This is an optimization exercise on Yosys and OpenROAD, whose aim is small area, a short achievable clock period and few clock cycles, not a production implementation.
Function was checked by simulation only, so behaviour that the tests miss may differ from the original.
Power figures rest on the tool's default switching activity, not on a simulated workload.

==> trial 83 <==
Design SimpleCPU, start of the top module:
module SimpleCPU(clk, rst, data_fromRAM, wrEn, addr_toRAM, data_toRAM);
==> module SimpleCPU, before the edit <==
module SimpleCPU(clk, rst, data_fromRAM, wrEn, addr_toRAM, data_toRAM);
input clk, rst;
input wire [31:0] data_fromRAM;
output reg wrEn;
output reg [9:0] addr_toRAM;
output reg [31:0] data_toRAM;    
localparam S_F0  = 4'd0,   
           S_F1  = 4'd1,   
           S_2   = 4'd2,   
           S_3   = 4'd3,   
           S_4   = 4'd4,   
           S_5   = 4'd5,   
           S_IT  = 4'd6,   
           S_J   = 4'd7,   
           S_BR  = 4'd8,   
           S_NFX = 4'd9,   
           S_NFL = 4'd10,  
           S_NFH = 4'd11;  
localparam OP_ADD = 4'd0, OP_ADDi = 4'd1, OP_NAND = 4'd2, OP_NANDi = 4'd3,
           OP_SRL = 4'd4, OP_SRLi = 4'd5, OP_LT = 4'd6, OP_LTi = 4'd7,
           OP_CP = 4'd8, OP_CPi = 4'd9, OP_CPI = 4'd10, OP_CPIi = 4'd11,
           OP_BZJ = 4'd12, OP_BZJi = 4'd13, OP_MUL = 4'd14, OP_MULi = 4'd15;
reg [3:0]  state;
reg        hz;           
reg [9:0]  pc;
reg [3:0]  op;
reg [9:0]  fa;           
reg [31:0] r2;           
reg [31:0] r3;           
wire [31:0] d  = data_fromRAM;
wire [31:0] r1 = data_toRAM;
wire [9:0]  pc1 = pc + 10'd1;
wire        mulstep = (state == S_IT);
wire        sub  = ~mulstep & op[2] & op[1];           
wire [31:0] addb = ((mulstep & ~r3[0]) ? 32'd0 : r2) ^ {32{sub}};
wire [32:0] sum  = {1'b0, r1} + {1'b0, addb} + {32'd0, sub};
wire        lt   = ~sum[32];
wire        ge32  = |r2[31:5];
wire        sh8   = |r2[4:3];
wire        sh1   = |r2[2:0];
wire [31:0] srl_r = ge32 ? 32'd0 : sh8 ? (r1 >> 8) : sh1 ? (r1 >> 1) : r1;
wire        srl_last = ge32 | (r2[4:0] == 5'd0) | (r2[4:0] == 5'd8) |
                       (r2[4:3] == 2'd0 && r2[2:0] == 3'd1);
reg  [31:0] alu;
always @(*) begin
	case (op[2:1])
		2'b00:   alu = sum[31:0];         
		2'b01:   alu = ~(r1 & r2);        
		2'b11:   alu = {31'd0, lt};       
		default: alu = srl_r;             
	endcase
end
wire r3hz = (r3[31:1] == 31'd0);
wire r2lz = (r2[30:0] == 31'd0);
wire r2z  = r2lz & ~r2[31];
wire r3z  = r3hz & ~r3[0];
wire mul_last = r3hz | r2lz;
always @(posedge clk) begin
	if (rst) begin
		state <= S_F0;
		pc <= 10'd0;
		addr_toRAM <= 10'd0;
		wrEn <= 1'b0;
		hz <= 1'b0;
	end else begin
		wrEn <= 1'b0;
		case (state)
		S_F0: begin
			hz <= 1'b0;
			state <= S_F1;
		end
		S_F1: begin
			if (hz) begin
				addr_toRAM <= pc;
				state <= S_F0;
			end else begin
				addr_toRAM <= d[23:14];
				state <= S_2;
			end
		end
		S_2: begin
			addr_toRAM <= r2[9:0];
			state <= S_3;
			if (op == OP_CPi) begin addr_toRAM <= pc1; pc <= pc1; state <= S_NFH; end
		end
		S_3: begin
			case (op)
				OP_ADDi, OP_NANDi, OP_LTi: begin addr_toRAM <= pc1; pc <= pc1; state <= S_NFX; end
				OP_SRLi: begin
					if (srl_last) begin addr_toRAM <= pc1; pc <= pc1; state <= S_NFX; end
					else state <= S_IT;
				end
				OP_MULi: state <= S_IT;
				OP_BZJi: state <= S_J;
				OP_BZJ, OP_CPIi, OP_CP: begin
					addr_toRAM <= pc1; pc <= pc1;
					state <= (op == OP_BZJ) ? S_4 : S_NFL;
				end
				default: state <= S_4;  
			endcase
		end
		S_4: begin
			case (op)
				OP_SRL: state <= S_IT;
				OP_MUL: begin
					if (r2z) begin addr_toRAM <= pc1; pc <= pc1; state <= S_NFH; end
					else state <= S_IT;
				end
				OP_CPI: begin addr_toRAM <= d[9:0]; state <= S_5; end
				OP_BZJ: begin addr_toRAM <= r1[9:0]; state <= S_BR; end
				default: begin addr_toRAM <= pc1; pc <= pc1; state <= S_NFX; end  
			endcase
		end
		S_5: begin
			addr_toRAM <= pc1; pc <= pc1; state <= S_NFL;
		end
		S_IT: begin
			if (op[3] ? (r2z | r3z | mul_last) : srl_last) begin
				addr_toRAM <= pc1; pc <= pc1; state <= S_NFH;
			end
		end
		S_J: begin
			addr_toRAM <= sum[9:0];
			pc <= sum[9:0];
			state <= S_F0;
		end
		S_BR: begin
			if (r3z) begin
				pc <= r1[9:0];
				state <= S_F1;
			end else begin
				addr_toRAM <= d[23:14];
				state <= S_2;
			end
		end
		S_NFX, S_NFL, S_NFH: begin
			addr_toRAM <= fa;
			wrEn <= 1'b1;
			hz <= (fa == pc);
			state <= S_F1;
		end
		default: state <= S_F0;
		endcase
	end
end
wire take = (state == S_F1 && !hz) || (state == S_BR && !r3z);
always @(posedge clk) begin
	if (take) begin
		op <= d[31:28];
		fa <= d[23:14];
	end else if (state == S_3 && op == OP_CPIi)
		fa <= d[9:0];
	if (take)
		data_toRAM <= {18'd0, d[13:0]};
	else case (state)
		S_2: if (op[3:1] == 3'b111) data_toRAM <= 32'd0;             
		S_3: if (!op[3] || op[3:1] == 3'b110) data_toRAM <= d;       
		S_NFX: data_toRAM <= alu;
		S_NFL: data_toRAM <= d;
		S_IT: if (op[3]) begin
				if (!(r2z | r3z)) data_toRAM <= sum[31:0];
			end else data_toRAM <= srl_r;
		default: ;
	endcase
	if (take)
		r2 <= {18'd0, d[13:0]};
	else case (state)
		S_3: if (op[3:1] == 3'b111) r2 <= d;                         
		S_4: if (!op[3]) r2 <= d;                                    
		S_IT: if (op[3]) r2 <= {r2[30:0], 1'b0};
			else if (sh8 & ~ge32) r2[4:3] <= r2[4:3] - 2'd1;
			else if (sh1 & ~ge32) r2[2:0] <= r2[2:0] - 3'd1;
		default: ;
	endcase
	if (state == S_4) r3 <= d;
	else if (state == S_3) r3 <= {18'd0, r2[13:0]};
	else r3 <= {1'b0, r3[31:1]};
end
endmodule
Settings: LEC_CHECK=0, ABC_AREA=1, CAP_MARGIN=20, CORE_MARGIN=2, CORE_UTILIZATION=40, SETUP_SLACK_MARGIN=1.0, SLEW_MARGIN=20; clock period 11.0 ns.
run.sh (not shown) runs the stock make flow with config.mk's settings and CLKGATE_MAP_FILE= SYNTH_SCRIPT=/design/flow/synth_recipe.tcl, a recipe that flattens the netlist after the stock synthesis.
==> build 71 (differences from trial 83) <==
==> flow/design.v (replaced) <==
module SimpleCPU(clk, rst, data_fromRAM, wrEn, addr_toRAM, data_toRAM);
input clk, rst;
input wire [31:0] data_fromRAM;
output reg wrEn;
output reg [9:0] addr_toRAM;
output reg [31:0] data_toRAM;    
localparam S_F0  = 4'd0,   
           S_F1  = 4'd1,   
           S_2   = 4'd2,   
           S_3   = 4'd3,   
           S_4   = 4'd4,   
           S_5   = 4'd5,   
           S_IT  = 4'd6,   
           S_J   = 4'd7,   
           S_BR  = 4'd8,   
           S_NFX = 4'd9,   
           S_NFL = 4'd10,  
           S_NFH = 4'd11;  
localparam OP_ADD = 4'd0, OP_ADDi = 4'd1, OP_NAND = 4'd2, OP_NANDi = 4'd3,
           OP_SRL = 4'd4, OP_SRLi = 4'd5, OP_LT = 4'd6, OP_LTi = 4'd7,
           OP_CP = 4'd8, OP_CPi = 4'd9, OP_CPI = 4'd10, OP_CPIi = 4'd11,
           OP_BZJ = 4'd12, OP_BZJi = 4'd13, OP_MUL = 4'd14, OP_MULi = 4'd15;
reg [3:0]  state;
reg        hz;           
reg [9:0]  pc;
reg [3:0]  op;
reg [9:0]  fa;
reg [13:0] fb;
reg [31:0] r2;           
reg [31:0] r3;           
wire [31:0] d  = data_fromRAM;
wire [31:0] r1 = data_toRAM;
wire [9:0]  pc1 = pc + 10'd1;
wire        mulstep = (state == S_IT);
wire [31:0] addb = mulstep ? (r3[0] ? r2 : 32'd0) : r2;
wire [31:0] sum  = r1 + addb;
wire        ge32  = |r2[31:5];
wire        sh8   = |r2[4:3];
wire        sh1   = |r2[2:0];
wire [31:0] srl_r = ge32 ? 32'd0 : sh8 ? (r1 >> 8) : sh1 ? (r1 >> 1) : r1;
wire        srl_last = ge32 | (r2[4:0] == 5'd0) | (r2[4:0] == 5'd8) |
                       (r2[4:3] == 2'd0 && r2[2:0] == 3'd1);
reg  [31:0] alu;
always @(*) begin
	case (op)
		OP_ADD, OP_ADDi:   alu = sum;
		OP_NAND, OP_NANDi: alu = ~(r1 & r2);
		OP_LT, OP_LTi:     alu = {31'd0, r1 < r2};
		default:           alu = srl_r;
	endcase
end
wire r2z = (r2 == 32'd0);
wire r3z = (r3 == 32'd0);
wire mul_last = (r3[31:1] == 31'd0) | (r2[30:0] == 31'd0);
task automatic take_iw;
	begin
		op   <= d[31:28];
		fa   <= d[23:14];
		fb   <= d[13:0];
		addr_toRAM <= d[23:14];
		data_toRAM <= {18'd0, d[13:0]};
		r2   <= {18'd0, d[13:0]};
		state <= S_2;
	end
endtask
task automatic next_fetch;
	begin
		addr_toRAM <= pc1;
		pc <= pc1;
	end
endtask
always @(posedge clk) begin
	if (rst) begin
		state <= S_F0;
		pc <= 10'd0;
		addr_toRAM <= 10'd0;
		wrEn <= 1'b0;
		hz <= 1'b0;
	end else begin
		wrEn <= 1'b0;
		case (state)
		S_F0: begin
			hz <= 1'b0;
			state <= S_F1;
		end
		S_F1: begin
			if (hz) begin
				addr_toRAM <= pc;
				state <= S_F0;
			end else
				take_iw;
		end
		S_2: begin
			addr_toRAM <= fb[9:0];
			state <= S_3;
			case (op)
				OP_CPi: begin next_fetch; state <= S_NFH; end
				OP_MULi: begin r3 <= {18'd0, fb}; data_toRAM <= 32'd0; end
				OP_MUL: data_toRAM <= 32'd0;
				default: ;
			endcase
		end
		S_3: begin
			case (op)
				OP_ADDi, OP_NANDi, OP_LTi: begin
					data_toRAM <= d; next_fetch; state <= S_NFX;
				end
				OP_SRLi: begin
					data_toRAM <= d;
					if (srl_last) begin next_fetch; state <= S_NFX; end
					else state <= S_IT;
				end
				OP_MULi: begin r2 <= d; state <= S_IT; end
				OP_MUL: begin r2 <= d; state <= S_4; end
				OP_BZJi: begin data_toRAM <= d; state <= S_J; end
				OP_BZJ: begin data_toRAM <= d; next_fetch; state <= S_4; end
				OP_CPIi: begin fa <= d[9:0]; next_fetch; state <= S_NFL; end
				OP_CP: begin next_fetch; state <= S_NFL; end
				OP_CPI: state <= S_4;
				default: begin data_toRAM <= d; state <= S_4; end  
			endcase
		end
		S_4: begin
			case (op)
				OP_SRL: begin r2 <= d; state <= S_IT; end
				OP_MUL: begin
					r3 <= d;
					if (r2z) begin next_fetch; state <= S_NFH; end
					else state <= S_IT;
				end
				OP_CPI: begin addr_toRAM <= d[9:0]; state <= S_5; end
				OP_BZJ: begin r3 <= d; addr_toRAM <= r1[9:0]; state <= S_BR; end
				default: begin r2 <= d; next_fetch; state <= S_NFX; end  
			endcase
		end
		S_5: begin
			next_fetch; state <= S_NFL;
		end
		S_IT: begin
			if (op[3]) begin  
				if (r2z | r3z) begin
					next_fetch; state <= S_NFH;
				end else begin
					data_toRAM <= sum;
					r2 <= {r2[30:0], 1'b0};
					r3 <= {1'b0, r3[31:1]};
					if (mul_last) begin next_fetch; state <= S_NFH; end
				end
			end else begin    
				data_toRAM <= srl_r;
				if (sh8 & ~ge32) r2[4:3] <= r2[4:3] - 2'd1;
				else if (sh1 & ~ge32) r2[2:0] <= r2[2:0] - 3'd1;
				if (srl_last) begin next_fetch; state <= S_NFH; end
			end
		end
		S_J: begin
			addr_toRAM <= sum[9:0];
			pc <= sum[9:0];
			state <= S_F0;
		end
		S_BR: begin
			if (r3z) begin
				pc <= r1[9:0];
				state <= S_F1;
			end else begin
				take_iw;
			end
		end
		S_NFX, S_NFL, S_NFH: begin
			if (state == S_NFX) data_toRAM <= alu;
			if (state == S_NFL) data_toRAM <= d;
			addr_toRAM <= fa;
			wrEn <= 1'b1;
			hz <= (fa == pc);
			state <= S_F1;
		end
		default: state <= S_F0;
		endcase
	end
end
endmodule
--- a/flow/config.mk
+++ b/flow/config.mk
@@ -5,7 +5,6 @@
 export SDC_FILE = /design/flow/constraint.sdc
 export NUM_CORES = 4
 export LEC_CHECK = 0
-export ABC_AREA = 1
 export CAP_MARGIN = 20
 export CORE_MARGIN = 2
 export CORE_UTILIZATION = 40
==> comparison table <==
item                                                                               trial 83                   build 71
Outcome                                                             complete, no violations    complete, no violations
# clock sinks                                                                           136                        150
Layout buffer count excluding clock buffers                                              93                        115
1st-iter DRT viols                                                                    1,864                      1,937
Gate Count Post-Synth                                                                 1,789                      1,701
Placed Cells incl. Taps                                                               2,177                      2,150
Total Wirelength                                                                  51,200 um                  56,100 um
GRT met1 Usage                                                                        43.6%                      42.6%
Setup slack on the worst flop-to-flop path                                          6.67 ns                    5.97 ns
Netlist cell types                                                                       65                         74
Net count after synthesis                                                             1,860                      1,838
Multi-input gate area in the final layout                                      0.00733 mm^2               0.00858 mm^2
Routing usage on met2                                                                 52.7%                      48.8%
Largest area contributor in the netlist                            sky130_fd_sc_hd__dfxtp_1  sky130_fd_sc_hd__edfxtp_1
Number of antenna violations at the first check in global routing                         1                          0
Proportion of total power due to net switching                                        54.4%                      37.7%
NonClk Buf Share                                                                      6.74%                      6.91%
Final cell count without fillers                                                      2,209                      2,182
Testbench counts of trial 83, summed over its fixed seeds: cycles 251,499.
Testbench counts of build 71, summed over its fixed seeds: cycles 251,499.

==> static timing again, ports no longer ideal <==
No port has a modelled driver above. Below, the same layouts with a new extraction and two added sets of constraints. Step 1 assumes that a clkbuf_16 drives the clock port and a buf_2 every other input. Step 2 moves the port delays by t, midway between the first and last clock arrival at a register: inputs arrive t later, outputs are due t later. That takes back most of the time a late clock gives input paths. a / b / c = ideal ports / drivers / drivers and shift; a / b = the first two.
run | shift t [ns] | setup slack, ns | hold slack, ns | worst setup path at the end
trial 83 | 0.476 | 6.668 / 6.668 / 6.668 | 0.462 / 0.462 / 0.462 | register to register
build 71 | 0.512 | 5.973 / 5.973 / 5.973 | 0.480 / 0.480 / 0.480 | register to register
After both steps setup and hold are still met in every run listed.
